This is an optimization exercise on Yosys and OpenROAD, whose aim is small area, a short achievable clock period and few clock cycles per item, not a production implementation.
No functional check of the RTL was part of any run shown here.

==> flow/design.v (outline; a module is shown in full before it is edited, if it fits) <==
// module filter: 1257 lines
// module filter_fa: 4 lines
// module filter_ha: 4 lines
module filter
	#(parameter DWIDTH = 16)
	(input clk,
		input rst,
		output req_in,
		input ack_in,
		input [0:DWIDTH-1] data_in,
		output req_out,
		input ack_out,
		output [0:DWIDTH-1] data_out);
  // ...
==> flow/flow/run.sh <==
#!/bin/bash
# The standard layout (standard.sh: the standard flow's synthesis and ORFS flow, unchanged
# settings from config.mk), with repair_timing asked to leave more setup slack
# than config.mk's SETUP_SLACK_MARGIN may ask for.
set -euo pipefail
bash standard.sh SETUP_SLACK_MARGIN=${MARGIN:-7} finish > standard_flow.log 2>&1
==> flow/standard.sh <==
#!/bin/bash
# synth_recipe.tcl (not shown) runs the flow's synth.tcl, then flattens the netlist and writes it again
# the make line also repeats each setting of config.mk as NAME=value (left out here)
make -C /OpenROAD-flow-scripts/flow DESIGN_CONFIG=/design/flow/config.mk WORK_HOME=/design/flow/orfs CLKGATE_MAP_FILE= SYNTH_SCRIPT=/design/flow/synth_recipe.tcl "${@:-finish}"
==> flow/config.mk <==
export PLATFORM = sky130hd
export DESIGN_NAME = filter
export DESIGN_NICKNAME = filter
export VERILOG_FILES = /design/flow/design.v
export SDC_FILE = /design/flow/constraint.sdc
export NUM_CORES = 4
export LEC_CHECK = 0
export CAP_MARGIN = 20
export CORE_MARGIN = 2
export CORE_UTILIZATION = 40
export SLEW_MARGIN = 20
export SYNTH_HIERARCHICAL = 1
export SYNTH_MINIMUM_KEEP_SIZE = 0
==> flow/constraint.sdc <==
create_clock -name core_clock -period 11.0 [get_ports {clk}]
set_input_delay 2.2000 -clock core_clock [delete_from_list [all_inputs] [get_ports {clk}]]
set_output_delay 2.2000 -clock core_clock [all_outputs]
set_load 0.01 [all_outputs]
==> results.tsv, run 1 <==
stage	metric	value	unit
run_status	Stop Error	ERROR: TCL interpreter returned an error: Source files actually used in the design:	
synth	YS warnings	1	
run_status	Fail Step	1_2_yosys	
run_status	status	stopped before the end	
==> run 2: changes to the inputs <==
--- a/flow/design.v
+++ b/flow/design.v
@@ -4,350 +4,363 @@
 	(input clk,
 		input rst,
 		output req_in,
 		input ack_in,
 		input [0:DWIDTH-1] data_in,
 		output req_out,
 		input ack_out,
 		output [0:DWIDTH-1] data_out);
-	function [20:0] rom1;
+	function [13:0] rom1;
 		input [7:0] a;
 		case (a)
-			8'd0: rom1 = 21'h0;
-			8'd1: rom1 = 21'h0;
-			8'd2: rom1 = 21'h124925;
-			8'd3: rom1 = 21'h124929;
-			8'd4: rom1 = 21'h12492d;
-			8'd5: rom1 = 21'h124930;
-			8'd6: rom1 = 21'h124948;
-			8'd7: rom1 = 21'h124940;
-			8'd8: rom1 = 21'h12496d;
-			8'd9: rom1 = 21'h124989;
-			8'd10: rom1 = 21'h124aa5;
-			8'd11: rom1 = 21'h124a55;
-			8'd12: rom1 = 21'h124a65;
-			8'd13: rom1 = 21'h124a15;
-			8'd14: rom1 = 21'h124b29;
-			8'd15: rom1 = 21'h124b4d;
-			8'd16: rom1 = 21'h124b70;
-			8'd17: rom1 = 21'h124ca8;
-			8'd18: rom1 = 21'h124c40;
-			8'd19: rom1 = 21'h124c0e;
-			8'd20: rom1 = 21'h125548;
-			8'd21: rom1 = 21'h125596;
-			8'd22: rom1 = 21'h125256;
-			8'd23: rom1 = 21'h125216;
-			8'd24: rom1 = 21'h125348;
-			8'd25: rom1 = 21'h12538e;
-			8'd26: rom1 = 21'h125040;
-			8'd27: rom1 = 21'h125928;
-			8'd28: rom1 = 21'h125970;
-			8'd29: rom1 = 21'h125a4d;
-			8'd30: rom1 = 21'h125b29;
-			8'd31: rom1 = 21'h125b95;
-			8'd32: rom1 = 21'h125c65;
-			8'd33: rom1 = 21'h126555;
-			8'd34: rom1 = 21'h1262a5;
-			8'd35: rom1 = 21'h126209;
-			8'd36: rom1 = 21'h12636d;
-			8'd37: rom1 = 21'h126040;
-			8'd38: rom1 = 21'h12a948;
-			8'd39: rom1 = 21'h12aab0;
-			8'd40: rom1 = 21'h12ab2d;
-			8'd41: rom1 = 21'h12aca9;
-			8'd42: rom1 = 21'h129525;
-			8'd43: rom1 = 21'h129580;
-			8'd44: rom1 = 21'h129200;
-			8'd45: rom1 = 21'h129380;
-			8'd46: rom1 = 21'h129000;
-			8'd47: rom1 = 21'h129aa6;
-			8'd48: rom1 = 21'h129b28;
-			8'd49: rom1 = 21'h129cae;
-			8'd50: rom1 = 21'h128555;
-			8'd51: rom1 = 21'h12824d;
-			8'd52: rom1 = 21'h128340;
-			8'd53: rom1 = 21'h12806d;
-			8'd54: rom1 = 21'h12c996;
-			8'd55: rom1 = 21'h12ca01;
-			8'd56: rom1 = 21'h12cca8;
-			8'd57: rom1 = 21'h12d556;
-			8'd58: rom1 = 21'h12d265;
-			8'd59: rom1 = 21'h12d371;
-			8'd60: rom1 = 21'h12d00e;
-			8'd61: rom1 = 21'h12daad;
-			8'd62: rom1 = 21'h12db4d;
-			8'd63: rom1 = 21'h12dc68;
-			8'd64: rom1 = 21'h12e588;
-			8'd65: rom1 = 21'h12e328;
-			8'd66: rom1 = 21'h12e048;
-			8'd67: rom1 = 21'h132968;
-			8'd68: rom1 = 21'h132a08;
-			8'd69: rom1 = 21'h132ca8;
-			8'd70: rom1 = 21'h131548;
-			8'd71: rom1 = 21'h131268;
-			8'd72: rom1 = 21'h131388;
-			8'd73: rom1 = 21'h131929;
-			8'd74: rom1 = 21'h131a49;
-			8'd75: rom1 = 21'h131b66;
-			8'd76: rom1 = 21'h131c15;
-			8'd77: rom1 = 21'h130580;
-			8'd78: rom1 = 21'h130331;
-			8'd79: rom1 = 21'h13004d;
-			8'd80: rom1 = 21'h154969;
-			8'd81: rom1 = 21'h154a70;
-			8'd82: rom1 = 21'h154b8d;
-			8'd83: rom1 = 21'h155525;
-			8'd84: rom1 = 21'h1552ad;
-			8'd85: rom1 = 21'h155330;
-			8'd86: rom1 = 21'h155056;
-			8'd87: rom1 = 21'h155948;
-			8'd88: rom1 = 21'h155a4d;
-			8'd89: rom1 = 21'h155b4d;
-			8'd90: rom1 = 21'h155c4d;
-			8'd91: rom1 = 21'h156549;
-			8'd92: rom1 = 21'h156255;
-			8'd93: rom1 = 21'h15632d;
-			8'd94: rom1 = 21'h1560a5;
-			8'd95: rom1 = 21'h156008;
-			8'd96: rom1 = 21'h14a96d;
-			8'd97: rom1 = 21'h14aa4e;
-			8'd98: rom1 = 21'h14ab2d;
-			8'd99: rom1 = 21'h14ab89;
-			8'd100: rom1 = 21'h14ac40;
-			8'd101: rom1 = 21'h149529;
-			8'd102: rom1 = 21'h14956d;
-			8'd103: rom1 = 21'h1492ae;
-			8'd104: rom1 = 21'h14926d;
-			8'd105: rom1 = 21'h149329;
-			8'd106: rom1 = 21'h149341;
-			8'd107: rom1 = 21'h149395;
-			8'd108: rom1 = 21'h1490a6;
-			8'd109: rom1 = 21'h149056;
-			8'd110: rom1 = 21'h149041;
-			8'd111: rom1 = 21'h149069;
-			8'd112: rom1 = 21'h14906d;
-			8'd113: rom1 = 21'h14906d;
-			8'd114: rom1 = 21'h149069;
-			8'd115: rom1 = 21'h149041;
-			8'd116: rom1 = 21'h149055;
-			8'd117: rom1 = 21'h1490a5;
-			8'd118: rom1 = 21'h149370;
-			8'd119: rom1 = 21'h149349;
-			8'd120: rom1 = 21'h14920d;
-			8'd121: rom1 = 21'h14924d;
-			8'd122: rom1 = 21'h149596;
-			8'd123: rom1 = 21'h14952d;
-			8'd124: rom1 = 21'h14ac4e;
-			8'd125: rom1 = 21'h14ab68;
-			8'd126: rom1 = 21'h14aa70;
-			8'd127: rom1 = 21'h14a996;
-			8'd128: rom1 = 21'h156015;
-			8'd129: rom1 = 21'h15636d;
-			8'd130: rom1 = 21'h156241;
-			8'd131: rom1 = 21'h15652e;
-			8'd132: rom1 = 21'h155b89;
-			8'd133: rom1 = 21'h155a4d;
-			8'd134: rom1 = 21'h155008;
-			8'd135: rom1 = 21'h155355;
-			8'd136: rom1 = 21'h155569;
-			8'd137: rom1 = 21'h154b96;
-			8'd138: rom1 = 21'h15498e;
-			8'd139: rom1 = 21'h130380;
-			8'd140: rom1 = 21'h13058e;
-			8'd141: rom1 = 21'h131b96;
-			8'd142: rom1 = 21'h131966;
-			8'd143: rom1 = 21'h131330;
-			8'd144: rom1 = 21'h132c09;
-			8'd145: rom1 = 21'h132a56;
-			8'd146: rom1 = 21'h12e371;
-			8'd147: rom1 = 21'h12e525;
-			8'd148: rom1 = 21'h12dab1;
-			8'd149: rom1 = 21'h12d349;
-			8'd150: rom1 = 21'h12cc49;
-			8'd151: rom1 = 21'h12c930;
-			8'd152: rom1 = 21'h1282a6;
-			8'd153: rom1 = 21'h129a15;
-			8'd154: rom1 = 21'h12934d;
-			8'd155: rom1 = 21'h12ab8d;
-			8'd156: rom1 = 21'h126049;
-			8'd157: rom1 = 21'h125c6d;
-			8'd158: rom1 = 21'h125008;
-			8'd159: rom1 = 21'h124c01;
-			8'd160: rom1 = 21'h0;
-			default: rom1 = 21'h0;
+			8'd0: rom1 = 14'h0;
+			8'd1: rom1 = 14'h0;
+			8'd2: rom1 = 14'h3fff;
+			8'd3: rom1 = 14'h3ffd;
+			8'd4: rom1 = 14'h3ffb;
+			8'd5: rom1 = 14'h3ff8;
+			8'd6: rom1 = 14'h3ff4;
+			8'd7: rom1 = 14'h3ff0;
+			8'd8: rom1 = 14'h3feb;
+			8'd9: rom1 = 14'h3fe5;
+			8'd10: rom1 = 14'h3fdf;
+			8'd11: rom1 = 14'h3fd7;
+			8'd12: rom1 = 14'h3fcf;
+			8'd13: rom1 = 14'h3fc7;
+			8'd14: rom1 = 14'h3fbd;
+			8'd15: rom1 = 14'h3fb3;
+			8'd16: rom1 = 14'h3fa8;
+			8'd17: rom1 = 14'h3f9c;
+			8'd18: rom1 = 14'h3f90;
+			8'd19: rom1 = 14'h3f82;
+			8'd20: rom1 = 14'h3f74;
+			8'd21: rom1 = 14'h3f66;
+			8'd22: rom1 = 14'h3f56;
+			8'd23: rom1 = 14'h3f46;
+			8'd24: rom1 = 14'h3f34;
+			8'd25: rom1 = 14'h3f22;
+			8'd26: rom1 = 14'h3f10;
+			8'd27: rom1 = 14'h3efc;
+			8'd28: rom1 = 14'h3ee8;
+			8'd29: rom1 = 14'h3ed3;
+			8'd30: rom1 = 14'h3ebd;
+			8'd31: rom1 = 14'h3ea7;
+			8'd32: rom1 = 14'h3e8f;
+			8'd33: rom1 = 14'h3e77;
+			8'd34: rom1 = 14'h3e5f;
+			8'd35: rom1 = 14'h3e45;
+			8'd36: rom1 = 14'h3e2b;
+			8'd37: rom1 = 14'h3e10;
+			8'd38: rom1 = 14'h3df4;
+			8'd39: rom1 = 14'h3dd8;
+			8'd40: rom1 = 14'h3dbb;
+			8'd41: rom1 = 14'h3d9d;
+			8'd42: rom1 = 14'h3d7f;
+			8'd43: rom1 = 14'h3d60;
+			8'd44: rom1 = 14'h3d40;
+			8'd45: rom1 = 14'h3d20;
+			8'd46: rom1 = 14'h3d00;
+			8'd47: rom1 = 14'h3cde;
+			8'd48: rom1 = 14'h3cbc;
+			8'd49: rom1 = 14'h3c9a;
+			8'd50: rom1 = 14'h3c77;
+			8'd51: rom1 = 14'h3c53;
+			8'd52: rom1 = 14'h3c30;
+			8'd53: rom1 = 14'h3c0b;
+			8'd54: rom1 = 14'h3be6;
+			8'd55: rom1 = 14'h3bc1;
+			8'd56: rom1 = 14'h3b9c;
+			8'd57: rom1 = 14'h3b76;
+			8'd58: rom1 = 14'h3b4f;
+			8'd59: rom1 = 14'h3b29;
+			8'd60: rom1 = 14'h3b02;
+			8'd61: rom1 = 14'h3adb;
+			8'd62: rom1 = 14'h3ab3;
+			8'd63: rom1 = 14'h3a8c;
+			8'd64: rom1 = 14'h3a64;
+			8'd65: rom1 = 14'h3a3c;
+			8'd66: rom1 = 14'h3a14;
+			8'd67: rom1 = 14'h39ec;
+			8'd68: rom1 = 14'h39c4;
+			8'd69: rom1 = 14'h399c;
+			8'd70: rom1 = 14'h3974;
+			8'd71: rom1 = 14'h394c;
+			8'd72: rom1 = 14'h3924;
+			8'd73: rom1 = 14'h38fd;
+			8'd74: rom1 = 14'h38d5;
+			8'd75: rom1 = 14'h38ae;
+			8'd76: rom1 = 14'h3887;
+			8'd77: rom1 = 14'h3860;
+			8'd78: rom1 = 14'h3839;
+			8'd79: rom1 = 14'h3813;
+			8'd80: rom1 = 14'h37ed;
+			8'd81: rom1 = 14'h37c8;
+			8'd82: rom1 = 14'h37a3;
+			8'd83: rom1 = 14'h377f;
+			8'd84: rom1 = 14'h375b;
+			8'd85: rom1 = 14'h3738;
+			8'd86: rom1 = 14'h3716;
+			8'd87: rom1 = 14'h36f4;
+			8'd88: rom1 = 14'h36d3;
+			8'd89: rom1 = 14'h36b3;
+			8'd90: rom1 = 14'h3693;
+			8'd91: rom1 = 14'h3675;
+			8'd92: rom1 = 14'h3657;
+			8'd93: rom1 = 14'h363b;
+			8'd94: rom1 = 14'h361f;
+			8'd95: rom1 = 14'h3604;
+			8'd96: rom1 = 14'h35eb;
+			8'd97: rom1 = 14'h35d2;
+			8'd98: rom1 = 14'h35bb;
+			8'd99: rom1 = 14'h35a5;
+			8'd100: rom1 = 14'h3590;
+			8'd101: rom1 = 14'h357d;
+			8'd102: rom1 = 14'h356b;
+			8'd103: rom1 = 14'h355a;
+			8'd104: rom1 = 14'h354b;
+			8'd105: rom1 = 14'h353d;
+			8'd106: rom1 = 14'h3531;
+			8'd107: rom1 = 14'h3527;
+			8'd108: rom1 = 14'h351e;
+			8'd109: rom1 = 14'h3516;
+			8'd110: rom1 = 14'h3511;
+			8'd111: rom1 = 14'h350d;
+			8'd112: rom1 = 14'h350b;
+			8'd113: rom1 = 14'h350b;
+			8'd114: rom1 = 14'h350d;
+			8'd115: rom1 = 14'h3511;
+			8'd116: rom1 = 14'h3517;
+			8'd117: rom1 = 14'h351f;
+			8'd118: rom1 = 14'h3528;
+			8'd119: rom1 = 14'h3535;
+			8'd120: rom1 = 14'h3543;
+			8'd121: rom1 = 14'h3553;
+			8'd122: rom1 = 14'h3566;
+			8'd123: rom1 = 14'h357b;
+			8'd124: rom1 = 14'h3592;
+			8'd125: rom1 = 14'h35ac;
+			8'd126: rom1 = 14'h35c8;
+			8'd127: rom1 = 14'h35e6;
+			8'd128: rom1 = 14'h3607;
+			8'd129: rom1 = 14'h362b;
+			8'd130: rom1 = 14'h3651;
+			8'd131: rom1 = 14'h367a;
+			8'd132: rom1 = 14'h36a5;
+			8'd133: rom1 = 14'h36d3;
+			8'd134: rom1 = 14'h3704;
+			8'd135: rom1 = 14'h3737;
+			8'd136: rom1 = 14'h376d;
+			8'd137: rom1 = 14'h37a6;
+			8'd138: rom1 = 14'h37e2;
+			8'd139: rom1 = 14'h3820;
+			8'd140: rom1 = 14'h3862;
+			8'd141: rom1 = 14'h38a6;
+			8'd142: rom1 = 14'h38ee;
+			8'd143: rom1 = 14'h3938;
+			8'd144: rom1 = 14'h3985;
+			8'd145: rom1 = 14'h39d6;
+			8'd146: rom1 = 14'h3a29;
+			8'd147: rom1 = 14'h3a7f;
+			8'd148: rom1 = 14'h3ad9;
+			8'd149: rom1 = 14'h3b35;
+			8'd150: rom1 = 14'h3b95;
+			8'd151: rom1 = 14'h3bf8;
+			8'd152: rom1 = 14'h3c5e;
+			8'd153: rom1 = 14'h3cc7;
+			8'd154: rom1 = 14'h3d33;
+			8'd155: rom1 = 14'h3da3;
+			8'd156: rom1 = 14'h3e15;
+			8'd157: rom1 = 14'h3e8b;
+			8'd158: rom1 = 14'h3f04;
+			8'd159: rom1 = 14'h3f81;
+			8'd160: rom1 = 14'h0;
+			default: rom1 = 14'h0;
 		endcase
 	endfunction
-	function [23:0] rom2;
+	function [15:0] rom2;
 		input [7:0] a;
 		case (a)
-			8'd0: rom2 = 24'h0;
-			8'd1: rom2 = 24'h1c0d;
-			8'd2: rom2 = 24'h1071;
-			8'd3: rom2 = 24'h2c4e;
-			8'd4: rom2 = 24'he0a6;
-			8'd5: rom2 = 24'hdb66;
-			8'd6: rom2 = 24'hd201;
-			8'd7: rom2 = 24'hca55;
-			8'd8: rom2 = 24'h8540;
-			8'd9: rom2 = 24'h9069;
-			8'd10: rom2 = 24'hab69;
-			8'd11: rom2 = 24'h16265;
-			8'd12: rom2 = 24'h15956;
-			8'd13: rom2 = 24'h14ca5;
-			8'd14: rom2 = 24'h7026d;
-			8'd15: rom2 = 24'h7192d;
-			8'd16: rom2 = 24'h72b66;
-			8'd17: rom2 = 24'h6e588;
-			8'd18: rom2 = 24'h6d0a8;
-			8'd19: rom2 = 24'h6cab0;
-			8'd20: rom2 = 24'h69cb0;
-			8'd21: rom2 = 24'h692ae;
-			8'd22: rom2 = 24'h660a5;
-			8'd23: rom2 = 24'h65995;
-			8'd24: rom2 = 24'h64b4e;
-			8'd25: rom2 = 24'h41c00;
-			8'd26: rom2 = 24'h41240;
-			8'd27: rom2 = 24'h4e388;
-			8'd28: rom2 = 24'h4d92e;
-			8'd29: rom2 = 24'h4ca48;
-			8'd30: rom2 = 24'h49b40;
-			8'd31: rom2 = 24'h4ac66;
-			8'd32: rom2 = 24'h56540;
-			8'd33: rom2 = 24'h55248;
-			8'd34: rom2 = 24'hb032e;
-			8'd35: rom2 = 24'hb138d;
-			8'd36: rom2 = 24'hae065;
-			8'd37: rom2 = 24'had929;
-			8'd38: rom2 = 24'hac969;
-			8'd39: rom2 = 24'ha9980;
-			8'd40: rom2 = 24'haaa49;
-			8'd41: rom2 = 24'ha5a68;
-			8'd42: rom2 = 24'ha4a16;
-			8'd43: rom2 = 24'h381a01;
-			8'd44: rom2 = 24'h382b25;
-			8'd45: rom2 = 24'h38db25;
-			8'd46: rom2 = 24'h38ca00;
-			8'd47: rom2 = 24'h389a08;
-			8'd48: rom2 = 24'h38aa71;
-			8'd49: rom2 = 24'h395a41;
-			8'd50: rom2 = 24'h394aae;
-			8'd51: rom2 = 24'h371988;
-			8'd52: rom2 = 24'h372940;
-			8'd53: rom2 = 24'h36d926;
-			8'd54: rom2 = 24'h368069;
-			8'd55: rom2 = 24'h3690a6;
-			8'd56: rom2 = 24'h366340;
-			8'd57: rom2 = 24'h36520d;
-			8'd58: rom2 = 24'h340255;
-			8'd59: rom2 = 24'h341569;
-			8'd60: rom2 = 24'h34dc0d;
-			8'd61: rom2 = 24'h34ccad;
-			8'd62: rom2 = 24'h349b4d;
-			8'd63: rom2 = 24'h34aa68;
-			8'd64: rom2 = 24'h355996;
-			8'd65: rom2 = 24'h330000;
-			8'd66: rom2 = 24'h3310a8;
-			8'd67: rom2 = 24'h32e355;
-			8'd68: rom2 = 24'h32d24d;
-			8'd69: rom2 = 24'h328540;
-			8'd70: rom2 = 24'h32ac68;
-			8'd71: rom2 = 24'h325b71;
-			8'd72: rom2 = 24'h324a16;
-			8'd73: rom2 = 24'h20198d;
-			8'd74: rom2 = 24'h20e000;
-			8'd75: rom2 = 24'h20d0a8;
-			8'd76: rom2 = 24'h208331;
-			8'd77: rom2 = 24'h209249;
-			8'd78: rom2 = 24'h216541;
-			8'd79: rom2 = 24'h214c68;
-			8'd80: rom2 = 24'h271b95;
-			8'd81: rom2 = 24'h272a01;
-			8'd82: rom2 = 24'h26daae;
-			8'd83: rom2 = 24'h26c94e;
-			8'd84: rom2 = 24'h26906e;
-			8'd85: rom2 = 24'h266381;
-			8'd86: rom2 = 24'h265356;
-			8'd87: rom2 = 24'h24026e;
-			8'd88: rom2 = 24'h2412a9;
-			8'd89: rom2 = 24'h24e565;
-			8'd90: rom2 = 24'h24d525;
-			8'd91: rom2 = 24'h249c66;
-			8'd92: rom2 = 24'h24acad;
-			8'd93: rom2 = 24'h255b95;
-			8'd94: rom2 = 24'h254b40;
-			8'd95: rom2 = 24'h2b1b30;
-			8'd96: rom2 = 24'h2b2b26;
-			8'd97: rom2 = 24'h2ada0e;
-			8'd98: rom2 = 24'h2aca08;
-			8'd99: rom2 = 24'h2a9a08;
-			8'd100: rom2 = 24'h2aaa01;
-			8'd101: rom2 = 24'h2a5b28;
-			8'd102: rom2 = 24'h2a4b48;
-			8'd103: rom2 = 24'h581b6d;
-			8'd104: rom2 = 24'h582ca6;
-			8'd105: rom2 = 24'h58dc65;
-			8'd106: rom2 = 24'h58d529;
-			8'd107: rom2 = 24'h588570;
-			8'd108: rom2 = 24'h589240;
-			8'd109: rom2 = 24'h596356;
-			8'd110: rom2 = 24'h5950b0;
-			8'd111: rom2 = 24'h594955;
-			8'd112: rom2 = 24'h571a4d;
-			8'd113: rom2 = 24'h572b6d;
-			8'd114: rom2 = 24'h56dc01;
-			8'd115: rom2 = 24'h56d24e;
-			8'd116: rom2 = 24'h568381;
-			8'd117: rom2 = 24'h56996d;
-			8'd118: rom2 = 24'h56ab4d;
-			8'd119: rom2 = 24'h566556;
-			8'd120: rom2 = 24'h565356;
-			8'd121: rom2 = 24'h564941;
-			8'd122: rom2 = 24'h541b71;
-			8'd123: rom2 = 24'h5412a9;
-			8'd124: rom2 = 24'h54e069;
-			8'd125: rom2 = 24'h54db31;
-			8'd126: rom2 = 24'h54d580;
-			8'd127: rom2 = 24'h548008;
-			8'd128: rom2 = 24'h549b8d;
-			8'd129: rom2 = 24'h549326;
-			8'd130: rom2 = 24'h54aa49;
-			8'd131: rom2 = 24'h556595;
-			8'd132: rom2 = 24'h555948;
-			8'd133: rom2 = 24'h555529;
-			8'd134: rom2 = 24'h53000e;
-			8'd135: rom2 = 24'h531c0e;
-			8'd136: rom2 = 24'h531929;
-			8'd137: rom2 = 24'h531548;
-			8'd138: rom2 = 24'h532996;
-			8'd139: rom2 = 24'h52e24d;
-			8'd140: rom2 = 24'h52db2d;
-			8'd141: rom2 = 24'h52d0a6;
-			8'd142: rom2 = 24'h52d529;
-			8'd143: rom2 = 24'h52ca56;
-			8'd144: rom2 = 24'h52836d;
-			8'd145: rom2 = 24'h52852d;
-			8'd146: rom2 = 24'h529a09;
-			8'd147: rom2 = 24'h52906d;
-			8'd148: rom2 = 24'h529268;
-			8'd149: rom2 = 24'h52ac15;
-			8'd150: rom2 = 24'h52ab29;
-			8'd151: rom2 = 24'h52a965;
-			8'd152: rom2 = 24'h5260ad;
-			8'd153: rom2 = 24'h52620e;
-			8'd154: rom2 = 24'h526588;
-			8'd155: rom2 = 24'h525c00;
-			8'd156: rom2 = 24'h525cb0;
-			8'd157: rom2 = 24'h525b6e;
-			8'd158: rom2 = 24'h525b55;
-			8'd159: rom2 = 24'h525b25;
-			8'd160: rom2 = 24'h525a01;
-			default: rom2 = 24'h0;
+			8'd0: rom2 = 16'h0;
+			8'd1: rom2 = 16'h83;
+			8'd2: rom2 = 16'h109;
+			8'd3: rom2 = 16'h192;
+			8'd4: rom2 = 16'h21e;
+			8'd5: rom2 = 16'h2ae;
+			8'd6: rom2 = 16'h341;
+			8'd7: rom2 = 16'h3d7;
+			8'd8: rom2 = 16'h470;
+			8'd9: rom2 = 16'h50d;
+			8'd10: rom2 = 16'h5ad;
+			8'd11: rom2 = 16'h64f;
+			8'd12: rom2 = 16'h6f6;
+			8'd13: rom2 = 16'h79f;
+			8'd14: rom2 = 16'h84b;
+			8'd15: rom2 = 16'h8fb;
+			8'd16: rom2 = 16'h9ae;
+			8'd17: rom2 = 16'ha64;
+			8'd18: rom2 = 16'hb1c;
+			8'd19: rom2 = 16'hbd8;
+			8'd20: rom2 = 16'hc98;
+			8'd21: rom2 = 16'hd5a;
+			8'd22: rom2 = 16'he1f;
+			8'd23: rom2 = 16'hee7;
+			8'd24: rom2 = 16'hfb2;
+			8'd25: rom2 = 16'h1080;
+			8'd26: rom2 = 16'h1150;
+			8'd27: rom2 = 16'h1224;
+			8'd28: rom2 = 16'h12fa;
+			8'd29: rom2 = 16'h13d4;
+			8'd30: rom2 = 16'h14b0;
+			8'd31: rom2 = 16'h158e;
+			8'd32: rom2 = 16'h1670;
+			8'd33: rom2 = 16'h1754;
+			8'd34: rom2 = 16'h183a;
+			8'd35: rom2 = 16'h1923;
+			8'd36: rom2 = 16'h1a0f;
+			8'd37: rom2 = 16'h1afd;
+			8'd38: rom2 = 16'h1bed;
+			8'd39: rom2 = 16'h1ce0;
+			8'd40: rom2 = 16'h1dd5;
+			8'd41: rom2 = 16'h1ecc;
+			8'd42: rom2 = 16'h1fc6;
+			8'd43: rom2 = 16'h20c1;
+			8'd44: rom2 = 16'h21bf;
+			8'd45: rom2 = 16'h22bf;
+			8'd46: rom2 = 16'h23c0;
+			8'd47: rom2 = 16'h24c4;
+			8'd48: rom2 = 16'h25c9;
+			8'd49: rom2 = 16'h26d1;
+			8'd50: rom2 = 16'h27da;
+			8'd51: rom2 = 16'h28e4;
+			8'd52: rom2 = 16'h29f0;
+			8'd53: rom2 = 16'h2afe;
+			8'd54: rom2 = 16'h2c0d;
+			8'd55: rom2 = 16'h2d1e;
+			8'd56: rom2 = 16'h2e30;
+			8'd57: rom2 = 16'h2f43;
+			8'd58: rom2 = 16'h3057;
+			8'd59: rom2 = 16'h316d;
+			8'd60: rom2 = 16'h3283;
+			8'd61: rom2 = 16'h339b;
+			8'd62: rom2 = 16'h34b3;
+			8'd63: rom2 = 16'h35cc;
+			8'd64: rom2 = 16'h36e6;
+			8'd65: rom2 = 16'h3800;
+			8'd66: rom2 = 16'h391c;
+			8'd67: rom2 = 16'h3a37;
+			8'd68: rom2 = 16'h3b53;
+			8'd69: rom2 = 16'h3c70;
+			8'd70: rom2 = 16'h3d8c;
+			8'd71: rom2 = 16'h3ea9;
+			8'd72: rom2 = 16'h3fc6;
+			8'd73: rom2 = 16'h40e3;
+			8'd74: rom2 = 16'h4200;
+			8'd75: rom2 = 16'h431c;
+			8'd76: rom2 = 16'h4439;
+			8'd77: rom2 = 16'h4555;
+			8'd78: rom2 = 16'h4671;
+			8'd79: rom2 = 16'h478c;
+			8'd80: rom2 = 16'h48a7;
+			8'd81: rom2 = 16'h49c1;
+			8'd82: rom2 = 16'h4ada;
+			8'd83: rom2 = 16'h4bf2;
+			8'd84: rom2 = 16'h4d0a;
+			8'd85: rom2 = 16'h4e21;
+			8'd86: rom2 = 16'h4f36;
+			8'd87: rom2 = 16'h504a;
+			8'd88: rom2 = 16'h515d;
+			8'd89: rom2 = 16'h526f;
+			8'd90: rom2 = 16'h537f;
+			8'd91: rom2 = 16'h548e;
+			8'd92: rom2 = 16'h559b;
+			8'd93: rom2 = 16'h56a7;
+			8'd94: rom2 = 16'h57b0;
+			8'd95: rom2 = 16'h58b8;
+			8'd96: rom2 = 16'h59be;
+			8'd97: rom2 = 16'h5ac2;
+			8'd98: rom2 = 16'h5bc4;
+			8'd99: rom2 = 16'h5cc4;
+			8'd100: rom2 = 16'h5dc1;
+			8'd101: rom2 = 16'h5ebc;
+			8'd102: rom2 = 16'h5fb4;
+			8'd103: rom2 = 16'h60ab;
+			8'd104: rom2 = 16'h619e;
+			8'd105: rom2 = 16'h628f;
+			8'd106: rom2 = 16'h637d;
+			8'd107: rom2 = 16'h6468;
+			8'd108: rom2 = 16'h6550;
+			8'd109: rom2 = 16'h6636;
+			8'd110: rom2 = 16'h6718;
+			8'd111: rom2 = 16'h67f7;
+			8'd112: rom2 = 16'h68d3;
+			8'd113: rom2 = 16'h69ab;
+			8'd114: rom2 = 16'h6a81;
+			8'd115: rom2 = 16'h6b52;
+			8'd116: rom2 = 16'h6c21;
+			8'd117: rom2 = 16'h6ceb;
+			8'd118: rom2 = 16'h6db3;
+			8'd119: rom2 = 16'h6e76;
+			8'd120: rom2 = 16'h6f36;
+			8'd121: rom2 = 16'h6ff1;
+			8'd122: rom2 = 16'h70a9;
+			8'd123: rom2 = 16'h715d;
+			8'd124: rom2 = 16'h720d;
+			8'd125: rom2 = 16'h72b9;
+			8'd126: rom2 = 16'h7360;
+			8'd127: rom2 = 16'h7404;
+			8'd128: rom2 = 16'h74a3;
+			8'd129: rom2 = 16'h753e;
+			8'd130: rom2 = 16'h75d5;
+			8'd131: rom2 = 16'h7667;
+			8'd132: rom2 = 16'h76f4;
+			8'd133: rom2 = 16'h777d;
+			8'd134: rom2 = 16'h7802;
+			8'd135: rom2 = 16'h7882;
+			8'd136: rom2 = 16'h78fd;
+			8'd137: rom2 = 16'h7974;
+			8'd138: rom2 = 16'h79e6;
+			8'd139: rom2 = 16'h7a53;
+			8'd140: rom2 = 16'h7abb;
+			8'd141: rom2 = 16'h7b1e;
+			8'd142: rom2 = 16'h7b7d;
+			8'd143: rom2 = 16'h7bd6;
+			8'd144: rom2 = 16'h7c2b;
+			8'd145: rom2 = 16'h7c7b;
+			8'd146: rom2 = 16'h7cc5;
+			8'd147: rom2 = 16'h7d0b;
+			8'd148: rom2 = 16'h7d4c;
+			8'd149: rom2 = 16'h7d87;
+			8'd150: rom2 = 16'h7dbd;
+			8'd151: rom2 = 16'h7def;
+			8'd152: rom2 = 16'h7e1b;
+			8'd153: rom2 = 16'h7e42;
+			8'd154: rom2 = 16'h7e64;
+			8'd155: rom2 = 16'h7e80;
+			8'd156: rom2 = 16'h7e98;
+			8'd157: rom2 = 16'h7eaa;
+			8'd158: rom2 = 16'h7eb7;
+			8'd159: rom2 = 16'h7ebf;
+			8'd160: rom2 = 16'h7ec1;
+			default: rom2 = 16'h0;
 		endcase
 	endfunction
+	function [3*8-1:0] booth;
+		input [2*8-1:0] c;
+		integer k;
+		reg [2*8:0] b;
+		begin
+			b = {c, 1'b0};
+			for (k = 0; k < 8; k = k + 1) begin
+				booth[3*k] = b[2*k+1] ^ b[2*k];
+				booth[3*k+1] = (b[2*k+2] & ~b[2*k+1] & ~b[2*k]) | (~b[2*k+2] & b[2*k+1] & b[2*k]);
+				booth[3*k+2] = b[2*k+2];
+			end
+		end
+	endfunction
 	reg ph;                  
 	reg [7:0] l;             
 	reg sht;                 
 	reg [21-1:0] e1;
 	reg [24-1:0] e2;
 	reg [15:0] r0, r1, r2, r3;
 	reg [30:0] cs_s, cs_c;
 	reg [15:0] din;          
@@ -356,16 +369,19 @@
 	reg [15:0] out;
 	assign req_in = rqi;
 	assign req_out = rqo;
 	assign data_out = out;
 	wire en = ~(ph ? occ : (sht & ~dv));
 	wire load = en & ph;
 	wire shift = en & ~ph & sht;
 	wire [7:0] addr = ph ? (8'd160 - l) : l;
+	wire [13:0] c1 = rom1(addr);
+	wire [23:0] e1n = booth({c1[13], c1[13], c1});
+	wire [23:0] e2n = booth(rom2(addr));
 	wire [15:0] xa = r0;
 	wire [15:0] xb = r1;
 	wire [30:0] fs = ph ? 31'h2aac0000 : cs_s;
 	wire [30:0] fc = ph ? 31'h0 : cs_c;
 	wire [30:0] ts, tc;
 	wire p0 = (e1[0] & xa[0]) ^ e1[2];
 	wire p1 = ((e1[0] & xa[1]) | (e1[1] & xa[0])) ^ e1[2];
 	wire p2 = ((e1[0] & xa[2]) | (e1[1] & xa[1])) ^ e1[2];
@@ -646,17 +662,17 @@
 	filter_fa u_fs3 (.a(p127), .b(fc0), .ci(fc1), .s(fs3), .co(fc3));
 	wire fs4, fc4;
 	filter_fa u_fs4 (.a(p35), .b(p161), .ci(fs[2]), .s(fs4), .co(fc4));
 	wire fs5, fc5;
 	filter_fa u_fs5 (.a(fc[2]), .b(p2), .ci(p18), .s(fs5), .co(fc5));
 	wire fs6, fc6;
 	filter_fa u_fs6 (.a(p128), .b(p144), .ci(fs4), .s(fs6), .co(fc6));
 	wire fs7, fc7;
-	filter_fa u_fs7 (.a(fc2), .b(fs5), .ci(fs6), .s(fs7), .co(fc7));
+	filter_fa u_fs7 (.a(fc2), .b(fs5), .ci(fc3), .s(fs7), .co(fc7));
 	wire fs8, fc8;
 	filter_fa u_fs8 (.a(fs[3]), .b(fc[3]), .ci(p3), .s(fs8), .co(fc8));
 	wire fs9, fc9;
 	filter_fa u_fs9 (.a(p19), .b(p129), .ci(p145), .s(fs9), .co(fc9));
 	wire fs10, fc10;
 	filter_fa u_fs10 (.a(fc4), .b(fc5), .ci(fs8), .s(fs10), .co(fc10));
 	wire fs11, fc11;
 	filter_fa u_fs11 (.a(fs9), .b(fc6), .ci(fs10), .s(fs11), .co(fc11));
@@ -726,17 +742,17 @@
 	filter_fa u_fs43 (.a(p134), .b(p150), .ci(p166), .s(fs43), .co(fc43));
 	wire fs44, fc44;
 	filter_fa u_fs44 (.a(p182), .b(p198), .ci(fs40), .s(fs44), .co(fc44));
 	wire fs45, fc45;
 	filter_fa u_fs45 (.a(fc32), .b(fc33), .ci(fc34), .s(fs45), .co(fc45));
 	wire fs46, fc46;
 	filter_fa u_fs46 (.a(fs41), .b(fs42), .ci(fs43), .s(fs46), .co(fc46));
 	wire fs47, fc47;
-	filter_fa u_fs47 (.a(fs44), .b(fc35), .ci(fc36), .s(fs47), .co(fc47));
+	filter_fa u_fs47 (.a(fc35), .b(fs44), .ci(fc36), .s(fs47), .co(fc47));
 	wire fs48, fc48;
 	filter_fa u_fs48 (.a(fs45), .b(fs46), .ci(fc37), .s(fs48), .co(fc48));
 	wire fs49, fc49;
 	filter_fa u_fs49 (.a(fc38), .b(fs47), .ci(fs48), .s(fs49), .co(fc49));
 	wire fs50, fc50;
 	filter_fa u_fs50 (.a(fs[9]), .b(fc[9]), .ci(p9), .s(fs50), .co(fc50));
 	wire fs51, fc51;
 	filter_fa u_fs51 (.a(p25), .b(p41), .ci(p57), .s(fs51), .co(fc51));
@@ -1181,23 +1197,23 @@
 	wire fs265, fc265;
 	filter_fa u_fs265 (.a(fc260), .b(fs264), .ci(fc261), .s(fs265), .co(fc265));
 	wire hs6, hc6;
 	filter_ha u_hs6 (.a(fc262), .b(fs265), .s(hs6), .c(hc6));
 	wire fs266, fc266;
 	filter_fa u_fs266 (.a(fs[30]), .b(fc[30]), .ci(p268), .s(fs266), .co(fc266));
 	wire fs267, fc267;
 	filter_fa u_fs267 (.a(fc264), .b(fs266), .ci(fc265), .s(fs267), .co(fc267));
-	assign ts = {hc6, fc263, hc5, fc255, hc4, fc243, hc3, fc227, hc2, fc207, hc1, hc0, fs183, fc156, fc141, fc126, fc111, fc97, fc83, fc71, fc59, fc49, fc39, fc31, fc23, fc17, fc11, fc7, fc3, fs2, fs0};
+	assign ts = {hc6, fc263, hc5, fc255, hc4, fc243, hc3, fc227, hc2, fc207, hc1, hc0, fs183, fc156, fc141, fc126, fc111, fc97, fc83, fc71, fc59, fc49, fc39, fc31, fc23, fc17, fc11, fc7, fs6, fs2, fs0};
 	assign tc = {fs267, hs6, fs263, hs5, fs255, hs4, fs243, hs3, fs227, hs2, fs207, hs1, hs0, fs170, fs156, fs141, fs126, fs111, fs97, fs83, fs71, fs59, fs49, fs39, fs31, fs23, fs17, fs11, fs7, fs3, fs1};
 	wire [30:0] sum = cs_s + cs_c;
 	always @(posedge clk) begin
 		if (rst | en) begin
-			e1 <= rom1(addr);
-			e2 <= rom2(addr);
+			e1 <= e1n[21-1:0];
+			e2 <= e2n;
 		end
 		if (rqi)
 			din <= data_in;
 		if (rst) begin
 			ph <= 1'b0;
 			l <= 8'd0;
 			sht <= 1'b0;
 			r0 <= 16'd0;
--- a/flow/config.mk
+++ b/flow/config.mk
@@ -5,9 +5,10 @@
 export SDC_FILE = /design/flow/constraint.sdc
 export NUM_CORES = 4
 export LEC_CHECK = 0
 export CAP_MARGIN = 20
 export CORE_MARGIN = 2
 export CORE_UTILIZATION = 40
 export SLEW_MARGIN = 20
 export SYNTH_HIERARCHICAL = 1
+export SYNTH_MEMORY_MAX_BITS = 16384
 export SYNTH_MINIMUM_KEEP_SIZE = 0
==> run 2 against run 1 <==
Compared with the run above:
- the run now finishes clean
==> results.tsv, run 2 <==
stage	metric	value	unit	change
sta	Max Transition Viols Final	0		
synth	Yosys top cell by area	fa_1		
synth	post-synthesis async set-or-reset flop share	0	%	
setup_path	Worst EP arrival	4.72	ns	
drt	Post-DRT Antenna Nets	0		
sta	minimum clock period	4.23	ns	
synth	YS warnings	7		+6
sta	RSZ-0062 raised after global routing	yes		
run	max-cap viol count	0		
synth	Mapped Area	0.0255	mm²	
synth	count leader, synth	nand2_1		
place	RePlAce Congestion	1.05		
global_routing	vias in the first global route	24200		
setup_path	slowest CP cell	fa_1		
layout	Largest regs	cs_c (31), cs_s (31), e2 (23)		
sta	final worst slack	6.77	ns	
die	die area	0.0657	mm²	
layout	post-layout util	47.4	%	
global_routing	Global Route Usage Sum	31.7	%	
drt	WL final	107	mm	
global_routing	gr ovfl total	0		
layout	commonest non-fill, non-tap cell in the layout	nand2_1		
clocking	CTS H-tree lvls	1		
setup_path	critical-path maximum fanout	6		
place	buffers added on ports	37		
setup_path	CP Cell Sequence	buf_12 > a22oi_2 > xnor2_2 > fa_2 > fa_1 > fa_2 > fa_2 > fa_1 > fa_2 > fa_1 > nand2_1 > a21oi_1		
sta	Hold Fails Final Rpt	0		
sta	max_slew headroom	29.3	%	
layout	Layout area overhead	17.2	%	
clocking	TritonCTS Sinks	215		
synth	sequential fraction of the synthesis area	19.2	%	
synth	Cell variety after synth	106		
synth	Yosys top cell area share	21.1	%	
layout	layout cells sized above 1	19.9	%	
synth	Post-synth EDFFs	59		
sta	Slew @ Worst Pin	1.06	ns	
layout	ant diodes	0		
synth	top area cells in the synthesized netlist	fa_1 21%, dfxtp_1 12%, xnor2_1 8.4%		
die	DIE HEIGHT	256	µm	
synth	FF+latch count, synth	215		
setup_path	Startpoint Class	flop		
die	Die X	256	µm	
place	dpl hpwl	70.6	mm	
clocking	Clock Tree Root	clkbuf_16		
drt	DR vias	24500		
die	starting density of the core	40.4	%	
global_routing	largest net degree at the start of global routing	114		
clocking	worst-skew pair later-pin latency	0.62	ns	
clocking	clock-pin slew on the worst setup and hold paths	0.07	ns	
setup_path	Crit path required time	11.49	ns	
sta	f_max	236	MHz	
die	Rows	92		
worst_hold_path	worst hold path class	reg2reg		
die	CORE AREA	0.0630	mm²	
die	io pins	38		
clocking	CTS Buf Count	29		
global_routing	first-pass GRT wire length	159	mm	
sta	setup TNS	0	ns	
drt	DRC Markers	0		
synth	Primary FF master, synth	dfxtp_1		
clocking	TritonCTS clock tree	yes		
synth	Mean Syn Cell Area	8.59	µm²	
synth	most common library cells after synthesis	424 x nand2_1, 268 x fa_1, 243 x xnor2_1, 225 x clkbuf_1, 208 x a21oi_1		
synth	Syn Nets	3306		
setup_path	Worst path max stage delay	0.53	ns	
setup_path	Crit Path Category	reg2reg		
layout	final net count	3259		
setup_path	crit path buf inv count	1		
clocking	clk buf depth	3		
drt	DR WL/cell	28.2	µm	
drt	Detailed Route Iter0 Violations	3152		
drt	Via density	6.47		
setup_path	Most Frequent Cell on Critical Path	fa_2		
setup_path	critical path's top delay family	adder cells		
synth	Gate Count Post-Synth	2966		
setup_path	Crit. End Element	flop		
sta	setup violation total in the final timing report	0		
sta	Tcrit/Tclk final	38.4	%	
sta	clock skew	0.0568	ns	
layout	fillcell total	5915		
place	pre-CTS setup slack	4.97	ns	
layout	commonest cells after routing, fill and taps aside	415 x nand2_1, 234 x xnor2_1, 198 x a21oi_1		
global_routing	initial antenna violation count	0		
drt	drt pass-1 iters	6		
run_status	status	no timing/DRC/antenna violations		
## run 2: logic make-up (layout without fill, tap and decap cells)
family                   count (synthesis)  in the layout  synth area share, %
AO/OA/AOI/OAI                          917            918                 24.4
buffers and inverters                  345            319                 5.99
flip-flops                             215            215                 19.2
adder cells (fa/ha/maj)                320            320                 23.6
XOR/XNOR                               278            278                 9.69
AND/OR/NAND/NOR                        843            843                 15.2
other                                    1              1               0.0147
multiplexers                            47             48                 1.91
## run 2: final cells by class
cell class	count	area, µm²	area share [%]
clock buffer	38	769	2.58
tap	846	1060	3.55
multi-input combinational	2408	20100	67.4
sequential	215	4990	16.7
timing repair buffer	247	2590	8.67
clock inverter	16	220	0.738
inverter	18	86.3	0.289
## run 2: stage by stage
step | cell area (µm²) | cells | hold slack [ns]
2_1_floorplan | 25600 | 2966 | 0.445
4_1_cts | 29100 | 3768 | 0.456
3_3_place_gp | 26100 | 3591 | 0.440
3_5_place_dp | 26100 | 3592 | 0.446
5_1_grt | 29800 | 3788 | 0.489
6_report | 29800 | 3788 | 0.458
## run 2: what timing repair did
item	4_1_cts	5_1_grt
hold buffers	0	0
resized for setup	210	144
cloned	5	1
setup buffers	117	18
pin swaps	64	52
endpoints found under the setup margin	107	54
## run 2: worst min-delay path, cell delays in order, from the launching register on
cell and delay (ns):
dfxtp_1 0.31, nand2_1 0.05, a21oi_1 0.05
## run 2: worst paths after layout
kind,start,end,slack (ns),cells after the start
setup / recovery,e1[12],cs_c[20],6.77,12
hold / removal,out[1],out[1],0.46,2
setup reg to reg,e1[12],cs_c[20],6.77,12
hold reg to reg,out[1],out[1],0.46,2
## run 2: layer usage
metal  vias to the layer above  wire length (µm)  track usage [%]
li1                      10400                 -                -
met1                     12200             43000             43.1
met2                      1536             46300             47.5
met3                       322             11100             6.86
met4                         0              6310             15.5
met5                         -                 0                0
## run 2: Yosys stat by module (local to each module, per instance)
| module | cells | copies in the design |
|---|---|---|
| filter_fa | 1 | 268 |
| filter | 2691 | 1 |
| filter_ha | 1 | 7 |
==> run 3: changes to the inputs <==
==> flow/run.sh (new file) <==
#!/bin/bash
# synth_recipe.tcl (not shown) runs the flow's synth.tcl, then flattens the netlist and writes it again
# the make line also repeats each setting of config.mk as NAME=value (left out here)
make -C /OpenROAD-flow-scripts/flow DESIGN_CONFIG=/design/flow/config.mk WORK_HOME=/design/flow/orfs CLKGATE_MAP_FILE= SYNTH_SCRIPT=/design/flow/synth_recipe.tcl finish
removed: flow/flow/run.sh
removed: flow/standard.sh
==> run 3 against run 2 <==
Compared with the run above:
- first-iteration DRC count is 5.2% lower
- still clean
- critical path type unchanged
- global-route usage shrank 1.5 points
- synthesized cell count stayed put
==> results.tsv, run 3 <==
stage	metric	value	unit	change
synth	post-synthesis async set-or-reset flop share	0	%	unchanged
synth	Yosys top cell by area	fa_1		
global_routing	Global Route Usage Sum	30.2	%	-1.5 points
clocking	cts hold-fix bufs	0		unchanged
sta	Slew @ Worst Pin	1.20	ns	+0.140 ns
drt	Post-DRT Antenna Nets	0		unchanged
sta	RSZ-0062 raised after global routing	no		
synth	YS warnings	7		unchanged
drt	Detailed Route Iter0 Violations	2989		-5.2%
setup_path	Crit path required time	11.32	ns	-0.17 ns
layout	register area	0.00490	mm²	-1.8%
place	pre-CTS setup slack	5.06	ns	+0.0961 ns
global_routing	largest net degree at the start of global routing	167		+46%
layout	layout cells sized above 1	6.24	%	-14 points
die	Die X	256	µm	unchanged
global_routing	met3 usage	4.89	%	-2.0 points
layout	fillcell total	6163		+4.2%
sta	minimum clock period	6.31	ns	+2.08 ns
global_routing	met2 capacity usage during global routing	48.8	%	+1.3 points
worst_hold_path	worst hold path class	reg2reg		
sta	setup violation total in the final timing report	0		unchanged
synth	Mean Syn Cell Area	8.59	µm²	unchanged
die	Rows	92		unchanged
global_routing	GR peak layer	met2		
sta	setup TNS	0	ns	unchanged
synth	top area cells in the synthesized netlist	fa_1 21%, dfxtp_1 12%, xnor2_1 8.4%		
sta	final worst slack	4.69	ns	-2.08 ns
synth	Gate Count Post-Synth	2966		unchanged
layout	commonest cells after routing, fill and taps aside	424 x nand2_1, 268 x fa_1, 241 x xnor2_1		
synth	Yosys top cell area share	21.1	%	unchanged
layout	multi-input logic area	0.0191	mm²	-5.0%
drt	Via density	6.44		-0.53%
synth	count leader, synth	nand2_1		
global_routing	gr ovfl total	0		unchanged
sta	Hold Fails Final Rpt	0		unchanged
run	max-cap viol count	0		unchanged
sta	Tcrit/Tclk final	57.3	%	+19 points
setup_path	Startpoint Class	flop		
clocking	worst-skew pair later-pin latency	0.59	ns	-0.03 ns
clocking	Post-CTS Setup Repair Bufs	0		-100%
die	DIE HEIGHT	256	µm	unchanged
synth	Post-synth EDFFs	59		unchanged
clocking	CTS Buf Count	27		-6.9%
synth	Syn Nets	3306		unchanged
setup_path	Crit Path Category	reg2reg		
layout	Largest regs	cs_c (31), cs_s (31), e2 (23)		
drt	DR WL/cell	27.9	µm	-0.77%
clocking	Clock Tree Root	clkbuf_16		
place	buffers added on ports	37		unchanged
clocking	TritonCTS Sinks	215		unchanged
sta	f_max	159	MHz	-33%
layout	commonest non-fill, non-tap cell in the layout	nand2_1		
layout	final net count	3107		-4.7%
clocking	CTS H-tree lvls	1		unchanged
drt	DRC Markers	0		unchanged
die	io pins	38		unchanged
synth	Primary FF master, synth	dfxtp_1		
clocking	clk buf depth	3		unchanged
die	die area	0.0657	mm²	unchanged
synth	Cell variety after synth	106		unchanged
sta	clock skew	0.0236	ns	-0.0332 ns
die	CORE AREA	0.0630	mm²	unchanged
global_routing	met1 usage	38.9	%	-4.2 points
setup_path	critical-path maximum fanout	51		+45
sta	max_slew headroom	19.7	%	-9.6 points
global_routing	vias in the first global route	22600		-6.6%
run_status	status	no timing/DRC/antenna violations		
layout	Layout area overhead	5.80	%	
global_routing	initial antenna violation count	1		+1
drt	DR vias	23400		-4.6%
clocking	clock-pin slew on the worst setup and hold paths	0.06	ns	about the same
global_routing	first-pass GRT wire length	151	mm	-4.9%
place	dpl hpwl	71.1	mm	+0.69%
synth	Mapped Area	0.0255	mm²	unchanged
drt	WL final	102	mm	-4.8%
sta	Max Transition Viols Final	0		unchanged
drt	drt pass-1 iters	6		unchanged
setup_path	Worst EP arrival	6.63	ns	+1.91 ns
synth	sequential fraction of the synthesis area	19.2	%	unchanged
synth	most common library cells after synthesis	424 x nand2_1, 268 x fa_1, 243 x xnor2_1, 225 x clkbuf_1, 208 x a21oi_1		
place	RePlAce Congestion	1.05		-0.23%
die	starting density of the core	40.4	%	unchanged
setup_path	Crit. End Element	flop		
clocking	TritonCTS clock tree	yes		
clocking	PostCTS Resize Cnt	0		-100%
synth	FF+latch count, synth	215		unchanged
[run 3: path summary, 6_finish.rpt]
path / depth (start not counted) / start / slack (ns) / endpoint
min: 2 / out[7] / 0.45 / out[7]
min reg2reg: 2 / out[7] / 0.45 / out[7]
max reg2reg: 14 / l[0] / 4.69 / e2[16]
max: 14 / l[0] / 4.69 / e2[16]
[run 3: modules after synthesis (local to each module, per instance)]
| module | flops+latches | copies in the design |
|---|---|---|
| filter_fa | 0 | 268 |
| filter | 215 | 1 |
| filter_ha | 0 | 7 |
[run 3: layout make-up]
type                            instances  share of cell area, %
Timing Repair Buffer                   99                   3.19
Inverter                               18                  0.251
Sequential cell                       215                   18.2
Clock inverter                         17                  0.752
Multi-Input combinational cell       2406                   71.0
Clock buffer                           32                   2.69
Tap cell                              846                   3.93
Antenna cell                            1                0.00929
[run 3: metrics by stage]
stage          hold WS, ns  instance area [µm²]  cells  utilization, %
2_1_floorplan        0.445                25500   2966               -
3_3_place_gp         0.439                26000   3584            41.3
3_5_place_dp         0.445                26000   3584            41.3
4_1_cts              0.452                26900   3633            42.8
5_1_grt              0.477                26900   3633            42.8
6_report             0.453                26900   3634            42.8
[run 3: per-layer routing]
layer,vias up,share of wire [%]
met5,-,0
met3,322,8.1
met1,11700,40
met4,0,5.9
li1,10100,-
met2,1308,46
[run 3: worst max-delay path: stages, from the launching register on]
cell,delay (ns)
dfxtp_1,0.31
buf_4,0.48
clkinv_1,0.47
ha_1,0.33
nor2b_1,0.60
xnor2_4,0.17
buf_4,0.54
inv_2,0.28
nor2_2,0.67
nand2_1,0.34
and3_1,0.28
o311ai_0,0.65
o311ai_1,0.43
nor2b_1,0.25
a21o_1,0.20
[run 3: cell families after synthesis]
group                      share of synthesized area [%]
AOI/OAI and AO/OA                                   24.4
and+or+nand+nor                                     15.2
buffers and inverters                               5.99
adders and majority gates                           23.6
xor gates and xnor gates                            9.69
DFF                                                 19.2
muxes                                               1.91
other                                             0.0147

-- afterwards: timing with drivers on the ports --
The flow's constraints put no driver on any port. The routed layouts listed below were extracted and timed again, unchanged, in two steps. Step 1 assumes that a clkbuf_16 drives the clock port and a buf_2 every other input. Step 2 also shifts input and output timing later by t, the mid clock arrival at the registers, as if the neighbouring blocks saw the same clock. Three values: ideal, step 1, step 2; two values: the first two.
run	t (ns)	setup WS [ns]	worst register clock-pin slew, ns	cell pins on the clock port's net
run 2	0.647	6.771 / 6.771 / 6.760	0.07 / 0.07	1
run 3	0.642	4.692 / 4.692 / 4.692	0.07 / 0.07	1
After both steps every run listed still meets setup and hold. For run 2, which loses most, drivers alone change the setup slack by 0.000 ns; drivers and shift together by -0.011 ns.
